Source: an optimization exercise on an open RTL-to-GDS flow (aim: small area). Production flows keep margins and buffers that such runs may drop. Only simulation tests tie the RTL to the original design; equivalence was not proved. No activity file was given, so power comes from the tool's default toggle rates.

==> flow/design.v <==
module AHBDCD(
  input wire [31:0] HADDR,
  output wire HSEL_S0,
  output wire HSEL_S1,
  output wire HSEL_S2,
  output wire HSEL_S3,
  output wire HSEL_S4,
  output wire HSEL_S5,
  output wire HSEL_S6,
  output wire HSEL_S7,
  output wire HSEL_S8,
  output wire HSEL_S9,
  output wire HSEL_NOMAP,
  output reg [3:0] MUX_SEL
    );
reg [15:0] dec;
assign HSEL_S0 = dec[0];    
assign HSEL_S1 = dec[1];    
assign HSEL_S2 = dec[2];    
assign HSEL_S3 = dec[3];    
assign HSEL_S4 = dec[4];    
assign HSEL_S5 = dec[5];    
assign HSEL_S6 = dec[6];    
assign HSEL_S7 = dec[7];    
assign HSEL_S8 = dec[8];    
assign HSEL_S9 = dec[9];    
assign HSEL_NOMAP = dec[15];  
always@*
begin
  case(HADDR[31:24])
    8'h00: 						 
      begin
        dec = 16'b0000_0000_00000001;
        MUX_SEL = 4'b0000;
      end
    8'h50: 						 
      begin
        dec = 16'b0000_0000_0000_0010;
        MUX_SEL = 4'b0001;
      end
    8'h51: 						 
      begin
        dec =16'b0000_0000_0000_0100;
        MUX_SEL = 4'b0010;
      end   
    8'h52:  					 
      begin
        dec = 16'b0000_0000_0000_1000;
        MUX_SEL = 4'b0011;
      end
    8'h53: 						 
      begin
        dec = 16'b0000_0000_0001_0000;
        MUX_SEL = 4'b0100;
      end
    8'h54:						 
      begin
        dec = 16'b0000_0000_0010_0000;
        MUX_SEL = 4'b0101;
      end
    8'h55:						 
      begin
        dec = 16'b0000_0000_0100_0000;
        MUX_SEL = 4'b0110;
      end
    8'h56:						 
      begin
        dec = 16'b0000_0000_1000_0000;
        MUX_SEL = 4'b0111;
      end
    8'h57: 						 
      begin
        dec = 16'b0000_0001_0000_0000;
        MUX_SEL = 4'b1000;
      end
    8'h58:						 
      begin
        dec = 16'b0000_0010_0000_0000;
        MUX_SEL = 4'b1001;
      end
    default:  
      begin
        dec = 16'b1000_0000_00000000;
        MUX_SEL = 4'b1111;
      end
  endcase
end
endmodule
module AHBMUX(
  input wire HCLK,
  input wire HRESETn,
  input wire [3:0] MUX_SEL,
  input wire [31:0] HRDATA_S0,		
  input wire [31:0] HRDATA_S1,
  input wire [31:0] HRDATA_S2,
  input wire [31:0] HRDATA_S3,
  input wire [31:0] HRDATA_S4,
  input wire [31:0] HRDATA_S5,
  input wire [31:0] HRDATA_S6,
  input wire [31:0] HRDATA_S7,
  input wire [31:0] HRDATA_S8,
  input wire [31:0] HRDATA_S9,
  input wire [31:0] HRDATA_NOMAP,
  input wire HREADYOUT_S0,
  input wire HREADYOUT_S1,
  input wire HREADYOUT_S2,
  input wire HREADYOUT_S3,
  input wire HREADYOUT_S4,
  input wire HREADYOUT_S5,
  input wire HREADYOUT_S6,
  input wire HREADYOUT_S7,
  input wire HREADYOUT_S8,
  input wire HREADYOUT_S9,
  input wire HREADYOUT_NOMAP,
  output reg HREADY,
  output reg [31:0] HRDATA
);
  reg [3:0] APHASE_MUX_SEL;			 
  always@ (posedge HCLK or negedge HRESETn)
  begin
    if(!HRESETn)
      APHASE_MUX_SEL <= 4'h0;
    else if(HREADY)						 
      APHASE_MUX_SEL <= MUX_SEL;
  end
  always@*
  begin
    case(APHASE_MUX_SEL)
      4'b0000: begin						 
        HRDATA = HRDATA_S0;
        HREADY = HREADYOUT_S0;
      end
      4'b0001: begin
        HRDATA = HRDATA_S1;
        HREADY = HREADYOUT_S1;
      end
      4'b0010: begin
        HRDATA = HRDATA_S2;
        HREADY = HREADYOUT_S2;
      end
      4'b0011: begin
        HRDATA = HRDATA_S3;
        HREADY = HREADYOUT_S3;
      end
      4'b0100: begin
        HRDATA = HRDATA_S4;
        HREADY = HREADYOUT_S4;
      end
      4'b0101: begin
        HRDATA = HRDATA_S5;
        HREADY = HREADYOUT_S5;
      end
      4'b0110: begin
        HRDATA = HRDATA_S6;
        HREADY = HREADYOUT_S6;
      end
      4'b0111: begin
        HRDATA = HRDATA_S7;
        HREADY = HREADYOUT_S7;
      end
      4'b1000: begin
        HRDATA = HRDATA_S8;
        HREADY = HREADYOUT_S8;
      end
      4'b1001: begin
        HRDATA = HRDATA_S9;
        HREADY = HREADYOUT_S9;
      end
      default: begin            
        HRDATA = HRDATA_NOMAP;
        HREADY = HREADYOUT_NOMAP;
      end
    endcase
  end
endmodule
module BAUDGEN
(
  input wire clk,
  input wire resetn,
  input wire write_enable,
  input wire [15:0] divisor,
  output wire baudtick
);
reg [21:0] count_reg;
wire [21:0] count_next;
reg [15:0] count_div;
always @ (posedge clk, negedge resetn)
  begin
    if(!resetn) begin
      count_reg <= 0;
      count_div <= 16'd162;
    end 
    else if (write_enable) begin
      count_div <= (divisor == 16'd326) ? {16'd326} :
                   (divisor == 16'd162) ? {16'd162} :
                   (divisor == 16'd81) ?  {16'd81} :
                   (divisor == 16'd54) ?  {16'd54} :
                   (divisor == 16'd27) ?  {16'd27} :
                                          {16'd162} ;
      count_reg  <= 0;
    end                                         
    else
      count_reg <= count_next;
end
assign count_next = ((count_reg == count_div) ? 0 : count_reg + 1'b1);
assign baudtick = ((count_reg == count_div) ? 1'b1 : 1'b0);
endmodule
module FIFO #(parameter DWIDTH=8, AWIDTH=1)
(
  input wire clk,
  input wire resetn,
  input wire rd,
  input wire wr,
  input wire [DWIDTH-1:0] w_data,
  output wire empty,
  output wire full,
  output wire [DWIDTH-1:0] r_data
);
  reg [DWIDTH-1:0] array_reg [2**AWIDTH-1:0];
  reg [AWIDTH-1:0] w_ptr_reg;
  reg [AWIDTH-1:0] w_ptr_next;
  reg [AWIDTH-1:0] w_ptr_succ;
  reg [AWIDTH-1:0] r_ptr_reg;
  reg [AWIDTH-1:0] r_ptr_next;
  reg [AWIDTH-1:0] r_ptr_succ;
  reg full_reg;
  reg empty_reg;
  reg full_next;
  reg empty_next;
  wire w_en;
  always @ (posedge clk)
    if(w_en)
    begin
      array_reg[w_ptr_reg] <= w_data;
    end
  assign r_data = array_reg[r_ptr_reg];   
  assign w_en = wr & ~full_reg;           
  always @ (posedge clk, negedge resetn)
  begin
    if(!resetn)
      begin
        w_ptr_reg <= 0;
        r_ptr_reg <= 0;
        full_reg <= 1'b0;
        empty_reg <= 1'b1;
      end
    else
      begin
        w_ptr_reg <= w_ptr_next;
        r_ptr_reg <= r_ptr_next;
        full_reg <= full_next;
        empty_reg <= empty_next;
      end
  end
  always @*
  begin
    w_ptr_succ = w_ptr_reg + 1;
    r_ptr_succ = r_ptr_reg + 1;
    w_ptr_next = w_ptr_reg;
    r_ptr_next = r_ptr_reg;
    full_next = full_reg;
    empty_next = empty_reg;
    case({w_en,rd})
      2'b01:
        if(~empty_reg)
          begin
            r_ptr_next = r_ptr_succ;
            full_next = 1'b0;
            if (r_ptr_succ == w_ptr_reg)
              empty_next = 1'b1;
          end
      2'b10:
        if(~full_reg)
          begin
            w_ptr_next = w_ptr_succ;
            empty_next = 1'b0;
            if (w_ptr_succ == r_ptr_reg)
              full_next = 1'b1;
          end
      2'b11:
        begin
          w_ptr_next = w_ptr_succ;
          r_ptr_next = r_ptr_succ;
        end
    endcase
  end
  assign full = full_reg;
  assign empty = empty_reg;
endmodule
module UART_TX(
  input wire clk,
  input wire resetn,
  input wire tx_start,        
  input wire b_tick,           
  input wire [7:0] d_in,       
  input wire parity_en,
  input wire parity_odd,
  output reg tx_done,          
  output wire tx               
  );
  localparam [2:0] idle_st   = 3'b000;
  localparam [2:0] start_st  = 3'b001;
  localparam [2:0] data_st   = 3'b010;
  localparam [2:0] parity_st = 3'b011;
  localparam [2:0] stop_st   = 3'b100;
  reg [2:0] current_state;
  reg [2:0] next_state;
  reg [3:0] b_reg;           
  reg [3:0] b_next;
  reg [2:0] count_reg;       
  reg [2:0] count_next;
  reg [7:0] data_reg;        
  reg [7:0] data_next;
  reg tx_reg;                
  reg tx_next;
  reg parity_reg;
  reg parity_next;
  always @(posedge clk, negedge resetn)
  begin
    if(!resetn)
      begin
        current_state <= idle_st;
        b_reg <= 0;
        count_reg <= 0;
        data_reg <= 0;
        tx_reg <= 1'b1;
        parity_reg <= 1'b0;
      end
    else
      begin
        current_state <= next_state;
        b_reg <= b_next;
        count_reg <= count_next;
        data_reg <= data_next;
        tx_reg <= tx_next;
        parity_reg <= parity_next;
      end
  end
  always @*
  begin
    next_state = current_state;
    tx_done = 1'b0;
    b_next = b_reg;
    count_next = count_reg;
    data_next = data_reg;
    tx_next = tx_reg;
    parity_next = parity_reg;
    case(current_state)
      idle_st:
      begin
        tx_next = 1'b1;
        if(tx_start)
        begin
          next_state = start_st;
          b_next = 0;
          data_next = d_in;
          parity_next = parity_en ? (parity_odd ? ~(^d_in) : ^d_in) : 1'b0;
        end
      end
      start_st:  
      begin
        tx_next = 1'b0;
        if(b_tick)
          if(b_reg==15)
            begin
              next_state = data_st;
              b_next = 0;
              count_next = 0;
            end
          else
            b_next = b_reg + 1;
      end
      data_st:  
      begin
        tx_next = data_reg[0];
        if(b_tick)
          if(b_reg == 15)
            begin
              b_next = 0;
              data_next = data_reg >> 1;
              if(count_reg == 7)     
                next_state = parity_en ? parity_st : stop_st;
              else
                count_next = count_reg + 1;
            end
          else
            b_next = b_reg + 1;
      end
      parity_st:  
      begin
        tx_next = parity_reg;
        if(b_tick)
          if(b_reg == 15)
            begin
              next_state = stop_st;
              b_next = 0;
            end
          else
            b_next = b_reg + 1;
      end
      stop_st:  
      begin
        tx_next = 1'b1;
        if(b_tick)
          if(b_reg == 15)    
            begin
              next_state = idle_st;
              tx_done = 1'b1;
            end
          else
            b_next = b_reg + 1;
      end
    endcase
  end
  assign tx = tx_reg;
endmodule
module UART_RX(
  input wire clk,
  input wire resetn,
  input wire b_tick,         
  input wire rx,             
  input wire parity_en,
  input wire parity_odd,
  output reg parity_err,
  output reg rx_done,        
  output wire [7:0] dout     
  );
  localparam [2:0] idle_st   = 3'b000;
  localparam [2:0] start_st  = 3'b001;
  localparam [2:0] data_st   = 3'b010;
  localparam [2:0] parity_st = 3'b011;
  localparam [2:0] stop_st   = 3'b100;
  reg [2:0] current_state;
  reg [2:0] next_state;
  reg [3:0] b_reg;  
  reg [3:0] b_next;
  reg [2:0] count_reg;  
  reg [2:0] count_next;
  reg [7:0] data_reg;  
  reg [7:0] data_next;
  reg parity_err_next;
  always @ (posedge clk, negedge resetn)
  begin
    if(!resetn)
      begin
        current_state <= idle_st;
        b_reg <= 0;
        count_reg <= 0;
        data_reg <=0;
        parity_err <= 1'b0;
      end
    else
      begin
        current_state <= next_state;
        b_reg <= b_next;
        count_reg <= count_next;
        data_reg <= data_next;
        parity_err <= parity_err_next;
      end
  end
  always @*
  begin
    next_state = current_state;
    b_next = b_reg;
    count_next = count_reg;
    data_next = data_reg;
    rx_done = 1'b0;
    parity_err_next = parity_err;
    case(current_state)
      idle_st:
        if(~rx)
          begin
            next_state = start_st;
            b_next = 0;
          end
      start_st:
        if(b_tick)
          if(b_reg == 7)
            begin
              next_state = data_st;
              b_next = 0;
              count_next = 0;
            end
          else
            b_next = b_reg + 1'b1;
      data_st:
        if(b_tick)
          if(b_reg == 15)
            begin
              b_next = 0;
              data_next = {rx, data_reg [7:1]};
              if(count_next == 7)  
                next_state = parity_en ? parity_st : stop_st;
              else
                count_next = count_reg + 1'b1;
            end
          else
            b_next = b_reg + 1;
      parity_st:
        if (b_tick)
          if (b_reg == 15)
            begin
              b_next = 0;
              if (parity_odd)
              begin
                if (rx == ^data_reg)  
                  parity_err_next = 1'b1;
                else
                  parity_err_next = 1'b0;
              end 
              else
              begin
                if (rx == ^data_reg)
                  parity_err_next = 1'b0;
                else
                  parity_err_next = 1'b1;
              end
              next_state = stop_st;
            end 
          else 
            b_next = b_reg + 1;
      stop_st:
        if(b_tick)
          if(b_reg == 15)  
            begin
              next_state = idle_st;
              rx_done = 1'b1;
            end
          else
           b_next = b_reg + 1;
    endcase
  end
  assign dout = data_reg;
endmodule
module AHBUART(
  input wire         HCLK,
  input wire         HRESETn,
  input wire  [31:0] HADDR,
  input wire  [1:0]  HTRANS,
  input wire  [31:0] HWDATA,
  input wire         HWRITE,
  input wire         HREADY,
  output wire        HREADYOUT,
  output wire [31:0] HRDATA,
  input wire         HSEL,
  input wire         RsRx,   
  output wire        RsTx,   
  output wire uart_irq   
);
  localparam DATA_ADDR = 8'h00;
  localparam BAUD_ADDR = 8'h04;
  localparam PARITY_ADDR = 8'h08;
  localparam STATUS_ADDR = 8'h0C;
  wire [7:0] uart_wdata;  
  wire [7:0] uart_rdata;
  wire uart_wr;
  wire uart_rd;
  wire [7:0] tx_data;
  wire [7:0] rx_data;
  wire [7:0] status;
  wire tx_full;
  wire tx_empty;
  wire rx_full;
  wire rx_empty;
  wire tx_done;
  wire rx_done;
  wire b_tick;
  reg [1:0] last_HTRANS;
  reg [31:0] last_HADDR;
  reg last_HWRITE;
  reg last_HSEL;
  reg [15:0] BAUD_DIVISOR;
  reg w_baudgen;
  reg [7:0] PARITY_REGISTER;
  wire uart_parity_err;
  always@ (posedge HCLK)
  begin
    if(HREADY)
    begin
      last_HTRANS <= HTRANS;
      last_HWRITE <= HWRITE;
      last_HSEL <= HSEL;
      last_HADDR <= HADDR;
    end
  end
  assign HREADYOUT = ~tx_full;
  assign uart_wr = last_HTRANS[1] & last_HWRITE & last_HSEL & (last_HADDR[7:0]==8'h00);
  assign uart_rd = last_HTRANS[1] & ~last_HWRITE & last_HSEL & (last_HADDR[7:0]==8'h00);
  always @(posedge HCLK, negedge HRESETn)
  begin
    if(!HRESETn)
      begin
        BAUD_DIVISOR <= 16'd326;  
        PARITY_REGISTER <= 16'd0;
        w_baudgen <= 1'b0;
      end
    else if(last_HTRANS[1] & last_HWRITE & last_HSEL &  last_HADDR[7:0] == BAUD_ADDR & HREADYOUT)
      begin
        BAUD_DIVISOR <= HWDATA[15:0];
        w_baudgen <= 1'b1;
      end
    else if(last_HTRANS[1] & last_HWRITE & last_HSEL &  last_HADDR[7:0] == PARITY_ADDR)
      begin
        PARITY_REGISTER <= HWDATA[15:0];
      end
    else
      begin
        w_baudgen <= 1'b0;
      end
  end
  assign uart_wdata = HWDATA[7:0];
  assign HRDATA = (last_HADDR[7:0] == DATA_ADDR) ? {24'h000000, uart_rdata} :
                  (last_HADDR[7:0] == BAUD_ADDR) ? {16'h0000, BAUD_DIVISOR} :
                  (last_HADDR[7:0] == PARITY_ADDR) ? {16'h0000, PARITY_REGISTER} :
                  (last_HADDR[7:0] == STATUS_ADDR) ? {24'h000000, status} :
                  32'h00000000;
  assign status = {5'b00000, tx_full, rx_empty, uart_parity_err};  
  assign uart_irq = ~rx_empty; 
  BAUDGEN uBAUDGEN(
    .clk(HCLK),
    .resetn(HRESETn),
    .write_enable(w_baudgen),
    .divisor(BAUD_DIVISOR),
    .baudtick(b_tick)
  );
  FIFO  
   #(.DWIDTH(8), .AWIDTH(4))
	uFIFO_TX 
  (
    .clk(HCLK),
    .resetn(HRESETn),
    .rd(tx_done),
    .wr(uart_wr),
    .w_data(uart_wdata[7:0]),
    .empty(tx_empty),
    .full(tx_full),
    .r_data(tx_data[7:0])
  );
  FIFO 
   #(.DWIDTH(8), .AWIDTH(4))
	uFIFO_RX(
    .clk(HCLK),
    .resetn(HRESETn),
    .rd(uart_rd),
    .wr(rx_done),
    .w_data(rx_data[7:0]),
    .empty(rx_empty),
    .full(rx_full),
    .r_data(uart_rdata[7:0])
  );
  UART_RX uUART_RX(
    .clk(HCLK),
    .resetn(HRESETn),
    .b_tick(b_tick),
    .rx(RsRx),
    .parity_en(PARITY_REGISTER[1]),
    .parity_odd(PARITY_REGISTER[0]),
    .parity_err(uart_parity_err),
    .rx_done(rx_done),
    .dout(rx_data[7:0])
  );
  UART_TX uUART_TX(
    .clk(HCLK),
    .resetn(HRESETn),
    .tx_start(!tx_empty),
    .b_tick(b_tick),
    .d_in(tx_data[7:0]),
    .parity_en(PARITY_REGISTER[1]),
    .parity_odd(PARITY_REGISTER[0]),
    .tx_done(tx_done),
    .tx(RsTx)
  );
endmodule
module prescaler(
  input wire inclk,
  input wire resetn,
  output wire outclk
    );
reg [3:0] counter;
always @(posedge inclk, negedge resetn)
  if (!resetn)
    counter <= 4'b0000;
  else
    counter <= counter + 1'b1;
assign outclk = counter == 4'b1111;
endmodule
module AHBTIMER(
	input wire HCLK,
	input wire HRESETn,
  input wire [31:0] HADDR,
  input wire [31:0] HWDATA,
  input wire [1:0] HTRANS,
  input wire HWRITE,
  input wire HSEL,
  input wire HREADY,
  input wire capture_event,
  output wire [31:0] HRDATA,
	output wire HREADYOUT,
	output wire PWM_OUT,
  output reg timer_irq
);
  localparam [7:0] LDADDR = 8'h00;    
  localparam [7:0] VALADDR = 8'h04;   
  localparam [7:0] CTLADDR = 8'h08;   
  localparam [7:0] CLRADDR = 8'h0C;   
  localparam [7:0] CMPADDR = 8'h10;
  localparam [7:0] CAPTADDR = 8'h14; 
  localparam [2:0] FREE_RUN = 3'b000;
  localparam [2:0] PERIODIC = 3'b001;
  localparam [2:0] COMPARE  = 3'b010;
  localparam [2:0] PWM      = 3'b011;
  localparam [2:0] CAPTURE  = 3'b100;
  localparam st_idle = 1'b0;
  localparam st_count = 1'b1;
  reg current_state;
  reg next_state;
  reg [31:0] value_next;
  reg timer_irq_next;
  reg t_out_next;
  reg [31:0] cap_val_next;
  reg last_HWRITE;
  reg [31:0] last_HADDR;
  reg last_HSEL;
  reg [1:0] last_HTRANS;
  reg [4:0] control;
  reg [31:0] load;
  reg clear;
  reg [31:0] value;
  reg [31:0] cmp_val;
  reg [31:0] cap_val;
  reg t_out;
  wire enable;
  wire [2:0] mode;
  wire clk16;        
  wire timerclk;
  prescaler uprescaler16(
    .inclk(HCLK),
    .resetn(HRESETn),
    .outclk(clk16)
  );
  assign HREADYOUT = 1'b1;  
  always @(posedge HCLK)
    if(HREADY)
      begin
        last_HWRITE <= HWRITE;
        last_HSEL <= HSEL;
        last_HADDR <= HADDR;
        last_HTRANS <= HTRANS;
      end
  assign timerclk = ((control[4]) ? clk16 : 1'b1);   
  assign enable = control[0];
  assign mode = (control[3:1] == FREE_RUN) ? FREE_RUN :
                (control[3:1] == PERIODIC) ? PERIODIC :
                (control[3:1] == COMPARE)  ? COMPARE  :
                (control[3:1] == PWM)      ? PWM      :
                (control[3:1] == CAPTURE)  ? CAPTURE  :
                FREE_RUN;
  always @(posedge HCLK, negedge HRESETn)
    if(!HRESETn)
      control <= 5'b00000;
    else if(last_HWRITE & last_HSEL & last_HTRANS[1])
      if(last_HADDR[7:0] == CTLADDR)
        control <= HWDATA[4:0];
  always @(posedge HCLK, negedge HRESETn)
    if(!HRESETn)
      load <= 32'h0000_0000;
    else if(last_HWRITE & last_HSEL & last_HTRANS[1])
      if(last_HADDR[7:0] == LDADDR)
        load <= HWDATA;
  always @(posedge HCLK, negedge HRESETn)
    if(!HRESETn)
      cmp_val <= 32'h0000_0000;
    else if(last_HWRITE & last_HSEL & last_HTRANS[1])
      if(last_HADDR[7:0] == CMPADDR)
        cmp_val <= HWDATA;
  always @(posedge HCLK, negedge HRESETn)
    if(!HRESETn)
      clear <= 1'b0;
    else if(last_HWRITE & last_HSEL & last_HTRANS[1])
      if(last_HADDR[7:0] == CLRADDR)
        clear <= HWDATA[0];
  always @(posedge HCLK, negedge HRESETn)
    if(!HRESETn)
      timer_irq <= 1'b0;
    else
      timer_irq <= timer_irq_next;
  always @(posedge HCLK, negedge HRESETn)
    if(!HRESETn)
      begin
        current_state <= st_idle;
        value <= 32'h0000_0000;
        t_out <= 1'b1;
        cap_val <= 32'h0000_0000;
      end
    else
      begin
        value <= value_next;
        current_state <= next_state;
        t_out <= t_out_next;
        cap_val <= cap_val_next;
      end
  always @*
  begin
    next_state = current_state;
    value_next = value;
    t_out_next = t_out;
    cap_val_next = cap_val;
    timer_irq_next = (clear) ? 0 : timer_irq;
    case(current_state)
      st_idle:
        if(enable && timerclk)
            begin
              value_next = load;
              next_state = st_count;
              t_out_next = 1'b1;
            end
      st_count:
        if(enable && timerclk)
        begin
          case(mode)
            FREE_RUN: begin
                        if (value == 32'h0000_0000)
                          begin
                            timer_irq_next = 1;
                          end
                        value_next = value - 1;
                      end
            PERIODIC: begin
                        if (value == 32'h0000_0000)
                          begin
                            timer_irq_next = 1;
                            value_next = load;
                          end
                        else
                          value_next = value - 1;
                      end
            COMPARE: begin
                        if (value == cmp_val)
                          begin
                            timer_irq_next = 1;
                            value_next = load;
                          end
                        else
                          value_next = value - 1;
                      end
            PWM: begin
                   if (value == cmp_val)
                     begin
                       timer_irq_next = 1;
                       t_out_next = 1'b0;
                       value_next = value - 1;
                     end
                    else if (value == 32'h0000_0000)
                      begin
                        timer_irq_next = 1;
                        t_out_next = 1'b1;
                        value_next = load;
                      end
                   else
                     value_next = value - 1;
                 end
            CAPTURE: begin
                 if(capture_event)
                   begin
                     cap_val_next = value;
                     timer_irq_next = 1;
                   end
                   value_next = value - 1;
                end
            default: begin
                       value_next = value - 1;
                     end
          endcase
        end
    endcase
  end
  assign HRDATA = (last_HADDR[7:0] == LDADDR) ? load :
                  (last_HADDR[7:0] == VALADDR) ? value :
                  (last_HADDR[7:0] == CTLADDR) ? control :
                  (last_HADDR[7:0] == CMPADDR) ? cmp_val :
                  (last_HADDR[7:0] == CAPTADDR) ? cap_val :
                   32'h0000_0000;
  assign PWM_OUT = t_out;
endmodule
module AHBGPIO(
  input wire HCLK,
  input wire HRESETn,
  input wire [31:0] HADDR,
  input wire [1:0] HTRANS,
  input wire [31:0] HWDATA,
  input wire HWRITE,
  input wire HSEL,
  input wire HREADY,
  input wire [15:0] GPIOIN,
  output wire HREADYOUT,
  output wire [31:0] HRDATA,
  output wire [15:0] GPIOOUT,
  output wire gpio_irq   
  );
  localparam [7:0] gpio_data_addr = 8'h00;
  localparam [7:0] gpio_dir_addr  = 8'h04;
  localparam [7:0] gpio_mask_addr = 8'h08;
  reg [15:0] gpio_dataout;
  reg [15:0] gpio_datain;
  reg [15:0] gpio_dir;
  reg [15:0] gpio_data_next;
  reg [15:0] gpio_mask;
  reg [31:0] last_HADDR;
  reg [1:0] last_HTRANS;
  reg last_HWRITE;
  reg last_HSEL;
  integer i;
  assign HREADYOUT = 1'b1;
  always @(posedge HCLK)
  begin
    if(HREADY)
    begin
      last_HADDR <= HADDR;
      last_HTRANS <= HTRANS;
      last_HWRITE <= HWRITE;
      last_HSEL <= HSEL;
    end
  end
  always @(posedge HCLK, negedge HRESETn)
  begin
    if(!HRESETn)
    begin
      gpio_mask <= 16'h0000;
    end
    else if ((last_HADDR[7:0] == gpio_mask_addr) & last_HSEL & last_HWRITE & last_HTRANS[1])
      gpio_mask <= HWDATA[15:0];
  end
  always @(posedge HCLK, negedge HRESETn)
  begin
    if(!HRESETn)
    begin
      gpio_dir <= 16'h0000;
    end
    else if ((last_HADDR[7:0] == gpio_dir_addr) & last_HSEL & last_HWRITE & last_HTRANS[1])
      gpio_dir <= HWDATA[15:0];
  end
  always @(posedge HCLK, negedge HRESETn)
  begin
    if(!HRESETn)
    begin
      gpio_dataout <= 16'h0000;
    end
    else if ((last_HADDR[7:0] == gpio_data_addr) & last_HSEL & last_HWRITE & last_HTRANS[1])
      gpio_dataout <= ((gpio_dataout & ~(gpio_mask & gpio_dir)) | (HWDATA[15:0] & (gpio_mask & gpio_dir)));
  end
  always @(posedge HCLK, negedge HRESETn)
  begin
    if (!HRESETn)
      gpio_datain <= 16'h0000;
    else begin
      for(i=0; i<16; i=i+1)
      begin
        if(gpio_dir[i] == 1'b1)
          gpio_datain[i] <= gpio_dataout[i];
        else
          gpio_datain[i] <= GPIOIN[i];
      end
    end
  end  
  reg [15:0] prev_GPIOIN;
  reg        gpio_irq_reg;
  always @(posedge HCLK, negedge HRESETn)
  begin
    if (!HRESETn) begin
      prev_GPIOIN  <= 16'h0000;
      gpio_irq_reg <= 1'b0;
    end
    else begin
      if ((GPIOIN & ~gpio_dir) != (prev_GPIOIN & ~gpio_dir))
        gpio_irq_reg <= 1'b1;
      else
        gpio_irq_reg <= 1'b0;
      prev_GPIOIN <= GPIOIN;
    end
  end
  assign gpio_irq = gpio_irq_reg;
  assign HRDATA[31:16] = 16'h0000;
  assign HRDATA[15:0] = gpio_datain;  
  assign GPIOOUT = gpio_dataout;
endmodule
module AHB7SEGDEC(
  input wire HCLK,
  input wire HRESETn,
  input wire [31:0] HADDR,
  input wire [31:0] HWDATA,
  input wire [1:0] HTRANS,
  input wire HWRITE,
  input wire HSEL,
  input wire HREADY,
  output [31:0] HRDATA,
  output HREADYOUT,
  output [6:0] seg,
  output [3:0] an,
  output dp
  );
  localparam [7:0] DIGIT1_ADDR = 4'h0;
  localparam [7:0] DIGIT2_ADDR = 4'h4;
  localparam [7:0] DIGIT3_ADDR = 4'h8;
  localparam [7:0] DIGIT4_ADDR = 4'hC;
  localparam [7:0] DISP_ADDR = 8'h10;
  reg last_HWRITE;
  reg [31:0] last_HADDR;
  reg last_HSEL;
  reg [1:0] last_HTRANS;
  reg [7:0] DIGIT1;
  reg [7:0] DIGIT2;
  reg [7:0] DIGIT3; 
  reg [7:0] DIGIT4;
  reg DISP;
  assign HREADYOUT = 1'b1;  
  always @(posedge HCLK)
    if(HREADY)
      begin
        last_HWRITE <= HWRITE;
        last_HSEL <= HSEL;
        last_HADDR <= HADDR;
        last_HTRANS <= HTRANS;
      end
  always @(posedge HCLK, negedge HRESETn)
  begin
    if(!HRESETn)
	 begin
      DIGIT1 <= 7'b0_0101;
		DIGIT2 <= 7'b0_1110;
		DIGIT3 <= 7'b0_0000;
		DIGIT4 <= 7'b0_0001;
        DISP <= 1'b0;
	 end
    else if(last_HWRITE & last_HSEL & last_HTRANS[1])
	 begin
		if(last_HADDR[7:0] == DIGIT1_ADDR)
        	DIGIT1 <= HWDATA[7:0];
		else if(last_HADDR[7:0] == DIGIT2_ADDR)
			DIGIT2 <= HWDATA[7:0];
		else if(last_HADDR[7:0] == DIGIT3_ADDR)
			DIGIT3 <= HWDATA[7:0];
		else if(last_HADDR[7:0] == DIGIT4_ADDR)
			DIGIT4 <= HWDATA[7:0];
    else if(last_HADDR[7:0] == DISP_ADDR)
			DISP <= HWDATA[7:0];
	  end
	end
  assign HRDATA = (last_HADDR[7:0] == DIGIT1_ADDR) ? {24'h000_0000,DIGIT1} :
                  (last_HADDR[7:0] == DIGIT2_ADDR) ? {24'h000_0000,DIGIT2} :
                  (last_HADDR[7:0] == DIGIT3_ADDR) ? {24'h000_0000,DIGIT3} :
                  (last_HADDR[7:0] == DIGIT4_ADDR) ? {24'h000_0000,DIGIT4} :
                  (last_HADDR[7:0] == DISP_ADDR)   ? {31'h000_0000,DISP}   :
                   32'h0000_0000;
  reg [31:0] counter;
  reg [3:0] ring;
  wire [7:0] code;
  wire [6:0] seg_out;
  assign seg = ~seg_out;
  assign an = ~ring;
  always @(posedge HCLK or negedge HRESETn)
  begin
	if(!HRESETn)
		counter <= 32'h0000_0000;
	else
		counter <= counter + 1'b1;
  end
  always @(posedge HCLK or negedge HRESETn)
  begin
	if(!HRESETn)
		ring <= 4'b0001;
	else if (counter[15:0] == 16'h7FFF)
		ring <= {ring[2:0],ring[3]};
  end
  assign code =
	(ring == 4'b0001) ? DIGIT1[7:0] :
	(ring == 4'b0010) ? DIGIT2[7:0] :
	(ring == 4'b0100) ? DIGIT3[7:0] :
	(ring == 4'b1000) ? DIGIT4[7:0] :
		4'b1110;
	assign dp = ~code[7];
parameter A      = 7'b0000001;
parameter B      = 7'b0000010;
parameter C      = 7'b0000100;
parameter D      = 7'b0001000;
parameter E      = 7'b0010000;
parameter F      = 7'b0100000;
parameter G      = 7'b1000000;
wire [6:0] hex_decoded;
assign hex_decoded =
    (code[6:0] == 7'h0) ? (A|B|C|D|E|F) :
    (code[6:0] == 7'h1) ? (B|C) :
    (code[6:0] == 7'h2) ? (A|B|G|E|D) :
    (code[6:0] == 7'h3) ? (A|B|C|D|G) :
    (code[6:0] == 7'h4) ? (F|B|G|C) :
    (code[6:0] == 7'h5) ? (A|F|G|C|D) : 
    (code[6:0] == 7'h6) ? (A|F|G|C|D|E) :
    (code[6:0] == 7'h7) ? (A|B|C) :
    (code[6:0] == 7'h8) ? (A|B|C|D|E|F|G) :
    (code[6:0] == 7'h9) ? (A|B|C|D|F|G) :
    (code[6:0] == 7'ha) ? (A|F|B|G|E|C) :
    (code[6:0] == 7'hb) ? (F|G|C|D|E) :
    (code[6:0] == 7'hc) ? (A|F|E|D) :
    (code[6:0] == 7'hd) ? (B|C|D|E|G) :
    (code[6:0] == 7'he) ? (A|F|G|E|D) :
    (code[6:0] == 7'hf) ? (A|F|G|E) : 7'b000_0000;
wire [6:0] decimal_decoded;
assign decimal_decoded =
    (code[6:0] == 7'h0) ? (A|B|C|D|E|F) :
    (code[6:0] == 7'h1) ? (B|C) :
    (code[6:0] == 7'h2) ? (A|B|G|E|D) :
    (code[6:0] == 7'h3) ? (A|B|C|D|G) :
    (code[6:0] == 7'h4) ? (F|B|G|C) :
    (code[6:0] == 7'h5) ? (A|F|G|C|D) :
    (code[6:0] == 7'h6) ? (A|F|G|C|D|E) :
    (code[6:0] == 7'h7) ? (A|B|C) :
    (code[6:0] == 7'h8) ? (A|B|C|D|E|F|G) :
    (code[6:0] == 7'h9) ? (A|B|C|D|F|G) :
    7'b000_0000;    
assign seg_out = (DISP) ? decimal_decoded : hex_decoded;
endmodule
module AHBPERIPH(
  input  wire        HCLK,
  input  wire        HRESETn,
  input  wire [31:0] HADDR,
  input  wire [1:0]  HTRANS,
  input  wire        HWRITE,
  input  wire [31:0] HWDATA,
  output wire [31:0] HRDATA,
  output wire        HREADY,
  input  wire        RsRx,
  output wire        RsTx,
  input  wire        capture_event,
  output wire        PWM_OUT,
  input  wire [15:0] GPIOIN,
  output wire [15:0] GPIOOUT,
  output wire [6:0]  seg,
  output wire        dp,
  output wire [3:0]  an,
  output wire        uart_irq,
  output wire        timer_irq,
  output wire        gpio_irq
);
  wire [3:0]  mux_sel;
  wire        hsel_uart, hsel_timer, hsel_gpio, hsel_7seg;
  wire [31:0] hrdata_uart, hrdata_timer, hrdata_gpio, hrdata_7seg;
  wire        hready_uart, hready_timer, hready_gpio, hready_7seg;
  AHBDCD uAHBDCD (
    .HADDR(HADDR),
    .HSEL_S0(),
    .HSEL_S1(),
    .HSEL_S2(hsel_uart),
    .HSEL_S3(hsel_timer),
    .HSEL_S4(hsel_gpio),
    .HSEL_S5(hsel_7seg),
    .HSEL_S6(),
    .HSEL_S7(),
    .HSEL_S8(),
    .HSEL_S9(),
    .HSEL_NOMAP(),
    .MUX_SEL(mux_sel)
  );
  AHBMUX uAHBMUX (
    .HCLK(HCLK),
    .HRESETn(HRESETn),
    .MUX_SEL(mux_sel),
    .HRDATA_S0(32'h0000_0000),
    .HRDATA_S1(32'h0000_0000),
    .HRDATA_S2(hrdata_uart),
    .HRDATA_S3(hrdata_timer),
    .HRDATA_S4(hrdata_gpio),
    .HRDATA_S5(hrdata_7seg),
    .HRDATA_S6(32'h0000_0000),
    .HRDATA_S7(32'h0000_0000),
    .HRDATA_S8(32'h0000_0000),
    .HRDATA_S9(32'h0000_0000),
    .HRDATA_NOMAP(32'hDEADBEEF),
    .HREADYOUT_S0(1'b1),
    .HREADYOUT_S1(1'b1),
    .HREADYOUT_S2(hready_uart),
    .HREADYOUT_S3(hready_timer),
    .HREADYOUT_S4(hready_gpio),
    .HREADYOUT_S5(hready_7seg),
    .HREADYOUT_S6(1'b1),
    .HREADYOUT_S7(1'b1),
    .HREADYOUT_S8(1'b1),
    .HREADYOUT_S9(1'b1),
    .HREADYOUT_NOMAP(1'b1),
    .HRDATA(HRDATA),
    .HREADY(HREADY)
  );
  AHBUART uAHBUART (
    .HCLK(HCLK),
    .HRESETn(HRESETn),
    .HADDR(HADDR),
    .HTRANS(HTRANS),
    .HWDATA(HWDATA),
    .HWRITE(HWRITE),
    .HREADY(HREADY),
    .HREADYOUT(hready_uart),
    .HRDATA(hrdata_uart),
    .HSEL(hsel_uart),
    .RsRx(RsRx),
    .RsTx(RsTx),
    .uart_irq(uart_irq)
  );
  AHB7SEGDEC uAHB7SEGDEC (
    .HCLK(HCLK),
    .HRESETn(HRESETn),
    .HADDR(HADDR),
    .HTRANS(HTRANS),
    .HWDATA(HWDATA),
    .HWRITE(HWRITE),
    .HREADY(HREADY),
    .HREADYOUT(hready_7seg),
    .HRDATA(hrdata_7seg),
    .HSEL(hsel_7seg),
    .seg(seg),
    .an(an),
    .dp(dp)
  );
  AHBTIMER uAHBTIMER (
    .HCLK(HCLK),
    .HRESETn(HRESETn),
    .HADDR(HADDR),
    .HTRANS(HTRANS),
    .HWDATA(HWDATA),
    .HWRITE(HWRITE),
    .HREADY(HREADY),
    .HREADYOUT(hready_timer),
    .HRDATA(hrdata_timer),
    .PWM_OUT(PWM_OUT),
    .HSEL(hsel_timer),
    .capture_event(capture_event),
    .timer_irq(timer_irq)
  );
  AHBGPIO uAHBGPIO (
    .HCLK(HCLK),
    .HRESETn(HRESETn),
    .HADDR(HADDR),
    .HWRITE(HWRITE),
    .HWDATA(HWDATA),
    .HTRANS(HTRANS),
    .HSEL(hsel_gpio),
    .HREADY(HREADY),
    .GPIOIN(GPIOIN),
    .HREADYOUT(hready_gpio),
    .HRDATA(hrdata_gpio),
    .GPIOOUT(GPIOOUT),
    .gpio_irq(gpio_irq)
  );
endmodule
==> flow/run.sh <==
#!/bin/bash
# synth_recipe.tcl (not shown) runs the flow's synth.tcl, then flattens the netlist and writes it again
# the make line also repeats each setting of config.mk as NAME=value (left out here)
make -C /OpenROAD-flow-scripts/flow DESIGN_CONFIG=/design/flow/config.mk WORK_HOME=/design/flow/orfs CLKGATE_MAP_FILE= SYNTH_SCRIPT=/design/flow/synth_recipe.tcl finish
==> flow/config.mk <==
export PLATFORM = sky130hd
export DESIGN_NAME = AHBPERIPH
export DESIGN_NICKNAME = AHBPERIPH
export VERILOG_FILES = /design/flow/design.v
export SDC_FILE = /design/flow/constraint.sdc
export NUM_CORES = 4
export LEC_CHECK = 0
export CAP_MARGIN = 20
export CORE_MARGIN = 2
export CORE_UTILIZATION = 40
export PLACE_DENSITY = 0.6
export SLEW_MARGIN = 20
==> flow/constraint.sdc <==
create_clock -name core_clock -period 10.0 [get_ports {HCLK}]
set_input_delay 2.0000 -clock core_clock [delete_from_list [all_inputs] [get_ports {HCLK}]]
set_output_delay 2.0000 -clock core_clock [all_outputs]
set_load 0.01 [all_outputs]
==> impl_metrics.csv <==
group,metric,value,unit
global_route,grt_antenna_before_repair,8,
synth,synth_top_area_frac,0.311,
detailed_routing,ant_nets,0,
power_and_ir_drop,p_per_area,171,nW/µm²
place,dp_cells,3313,
worst_setup_path,cp_num_buf_inv,1,
synth,netlist_top_cells_area,"dfrtp_1 31%, edfxtp_1 27%, mux2_2 8.4%",
clocking,clk_pin_slew,0.06,ns
timing,max_freq,148,MHz
floorplanning,fp-row-count,100,
worst_setup_path,path_class,"flip-flop to primary output",
job,maxCapViolCount,0,
layout,area_delta_synth_final,15.9,%
run_status,status,"complete, no violations",
worst_setup_path,crit_fanout,13,
worst_setup_path,path_cells,"nor4_1 > nand3_1 > nor2_1 > a221oi_1 > nor3_1 > a2111oi_0 > o31ai_1 > clkdlybuf4s50_1",
synth,syn_nets,2407,
layout,stdcell_count,3445,
worst_setup_path,path_delay_family,"simple AND/OR/NAND/NOR gates",
timing,rsz0062_at_grt,"false",
detailed_routing,wl_per_cell,22.7,µm
timing,period_share,0.675,
floorplanning,ios,153,
synth,syn_avg_cell_area,13.1,µm²
global_route,grt_overflow,0,
timing,fin_crit,6.75,ns
clocking,cts_setup_buffers,0,
synth,syn_area,30200,µm²
worst_setup_path,max_stage_delay,0.88,ns
min_path,hold_path.class,"flip-flop to flip-flop",
clocking,htree_levels,3,
global_route,grt_max_degree,187,
synth,ys_warn_count,11,
floorplanning,fp.dieArea,77800,µm²
clocking,cts_root_buf,"clkbuf_16",
clocking,clockBufferDepth,3,
synth,synthCells,2299,
detailed_routing,drt-total-wl,78.4,mm
power_and_ir_drop,irDropWorstVdd,130,µV
synth,synthDistinctLibCells,78,
timing,tightestPinTransition,1.12,ns
floorplanning,start_util,0.405,
place,portBuffers,135,
global_route,grt_pass1_vias,19813,
worst_setup_path,worstSetupStartpointType,"flip-flop",
timing,final.setup.tns,0,ns
synth,async_flop_share,0.593,
layout,drive_above_1_share,0.204,
timing,finalSetupViolCount,0,
synth,yosysSeqAreaShare,0.595,
clocking,clk_latency,0.62,ns
place,gp_congestion,0.844,
timing,timing_hold_violations_final,0,
timing,slew_violations,0,
synth,synth_edf_count,270,
synth,synth_seq_cells,664,
clocking,cts_num_sinks,664,
synth,synthFlopType,"dfrtp_1",
worst_setup_path,crit_required,8.00,ns
floorplanning,core_area,74600,µm²
floorplanning,die_w,279,µm
clocking,cts_resized,0,
worst_setup_path,crit_path_end_kind,"primary output",
detailed_routing,drt_pre_antenna_iters,5,
layout,fin_nets,2526,
worst_setup_path,crit_arrival,4.75,ns
detailed_routing,drc,0,
global_route,grt_pass1_wl,120,mm
detailed_routing,num_vias,19770,
clocking,cts_tree,"done",
timing,skew,0.0355,ns
detailed_routing,drtIter0Drc,1823,
global_route,grt_usage,0.202,
clocking,numCtsBuffers,71,
detailed_routing,viasPerCell,5.74,
clocking,cts_hold_buf,0,
power_and_ir_drop,p_leak,0.0129,µW
floorplanning,die_h,279,µm
place,hpwl,51.9,mm
worst_setup_path,cpMaxStageDelayCell,"nor2_1",
timing,relSlewSlack,0.251,
synth,yosysTopAreaCell,"dfrtp_1",
[stage by stage]
| step | setup slack, ns | hold WS, ns | utilization | area [µm²] | power (µW) |
|---|---|---|---|---|---|
| after global routing | 2.86 | 0.485 | 0.470 | 35000 | 6200 |
| after detailed placement | 3.96 | 0.445 | 0.438 | 32600 | 3380 |
| after CTS | 3.28 | 0.454 | 0.469 | 35000 | 6040 |
| after floorplan | 5.41 | 0.423 | - | 30200 | 3210 |
| after global placement | 4.02 | 0.437 | 0.438 | 32600 | 3370 |
| final | 3.25 | 0.451 | 0.470 | 35000 | 5980 |
[worst register-to-register path, cell delays in order (launching register included)]
cell      delay (ns)
dfrtp_1         0.43
or4_1           0.54
or4_4           0.57
or2_1           0.41
nor2_1          0.25
nand4b_1        0.50
or3_1           0.57
nor2_1          0.71
[per-layer routing]
layer | vias up | global-route usage | share of wire
met5 | - | 0 | 0.00020
li1 | 8885 | - | -
met1 | 10195 | 0.279 | 0.44
met3 | 107 | 0.0419 | 0.064
met2 | 579 | 0.315 | 0.47
met4 | 4 | 0.0731 | 0.029
[layout by cell type (no fill, tap or decap), types with 66 or more instances in the layout]
master / count
dfrtp_1: 374
edfxtp_1: 270
mux2_2: 225
clkdlybuf4s50_1: 134
nor2_1: 130
nand2_1: 114
o21ai_0: 100
a21oi_1: 97
mux4_2: 76
clkbuf_16: 76
xnor2_1: 75
nand3_1: 73
xor2_1: 66
[cell usage after synthesis (all sizes together), types with 30 or more instances]
master  count
o21ai     104
xnor2      75
mux2      225
mux4       76
inv        59
edfxtp    270
dfrtp     376
nand3      73
nand4      30
nor3       50
o22ai      33
nor2      131
nand2     114
a21oi      98
xor2       66
nor4       41
clkbuf    114
mux2i      31
a221oi     35
[report_power, final]
| part | total [µW] | switching (µW) | internal (µW) |
|---|---|---|---|
| registers | 2980 | 75.1 | 2910 |
| clock network | 2640 | 1070 | 1580 |
| logic | 352 | 201 | 151 |
| total | 5980 | 1340 | 4630 |
[cell families (layout without fill, tap and decap cells)]
group / after synthesis / after routing / share of synthesized area
DFF: 664 / 664 / 0.595
muxes: 332 / 332 / 0.151
adders and majority gates: 21 / 21 / 0.00870
other: 0 / 1 / 0
and+or+nand+nor: 541 / 541 / 0.0901
xor gates and xnor gates: 142 / 142 / 0.0416
AOI/OAI and AO/OA: 400 / 400 / 0.0876
buffers and inverters: 199 / 375 / 0.0258
[worst paths after layout]
kind	endpoint	slack, ns	startpoint	cells after the start
max	HRDATA[7]	3.25	uAHBGPIO.last_HADDR[6]	8
min	uAHBTIMER.uprescaler16.counter[0]	0.45	uAHBTIMER.uprescaler16.counter[0]	1
max reg2reg	uAHBUART.uFIFO_RX.array_reg[15][2]	5.63	uAHBUART.uBAUDGEN.count_reg[10]	7
min reg2reg	uAHBTIMER.uprescaler16.counter[0]	0.45	uAHBTIMER.uprescaler16.counter[0]	1
max in group asynchronous	uAHBGPIO.gpio_datain[10]	6.93	HRESETn	3
min in group asynchronous	uAHBTIMER.load[30]	1.33	HRESETn	1
[layout make-up]
cell class                 instances  area [µm²]
fill                            6546       39600
sequential                       664       18000
multi-input combinational       1436       11500
clock buffer                     108        2130
timing repair buffer             186        1770
tap                              969        1210
inverter                          59         221
clock inverter                    22         214
antenna                            1        2.50

-- static timing again, ports no longer ideal --
The results above use ideal ports. As a check the final layout listed here was re-extracted and re-timed, cells and wires unchanged. Step 1 sets driving cells, clkbuf_16 on the clock port and buf_2 on the other inputs (assumed; they add their load-dependent delay and slew). Step 2 adds t to the input delays and takes it off the output delays; t is the mean of the earliest and latest rising clock arrival at the registers after step 1. Input paths then give back, and output paths get back, about the clock's delay inside the block. a / b / c = no drivers / after step 1 / after step 2; a / b = the first two.
t, ns: 0.663
slack for setup (ns): 3.249 / 3.185 / 3.848
worst hold slack (ns): 0.451 / 0.451 / 0.451
slew at the worst register clock pin (ns): 0.06 / 0.06
After both steps setup and hold are still met in this run. For this run, drivers alone change the setup slack by -0.064 ns; drivers and shift together by +0.599 ns.
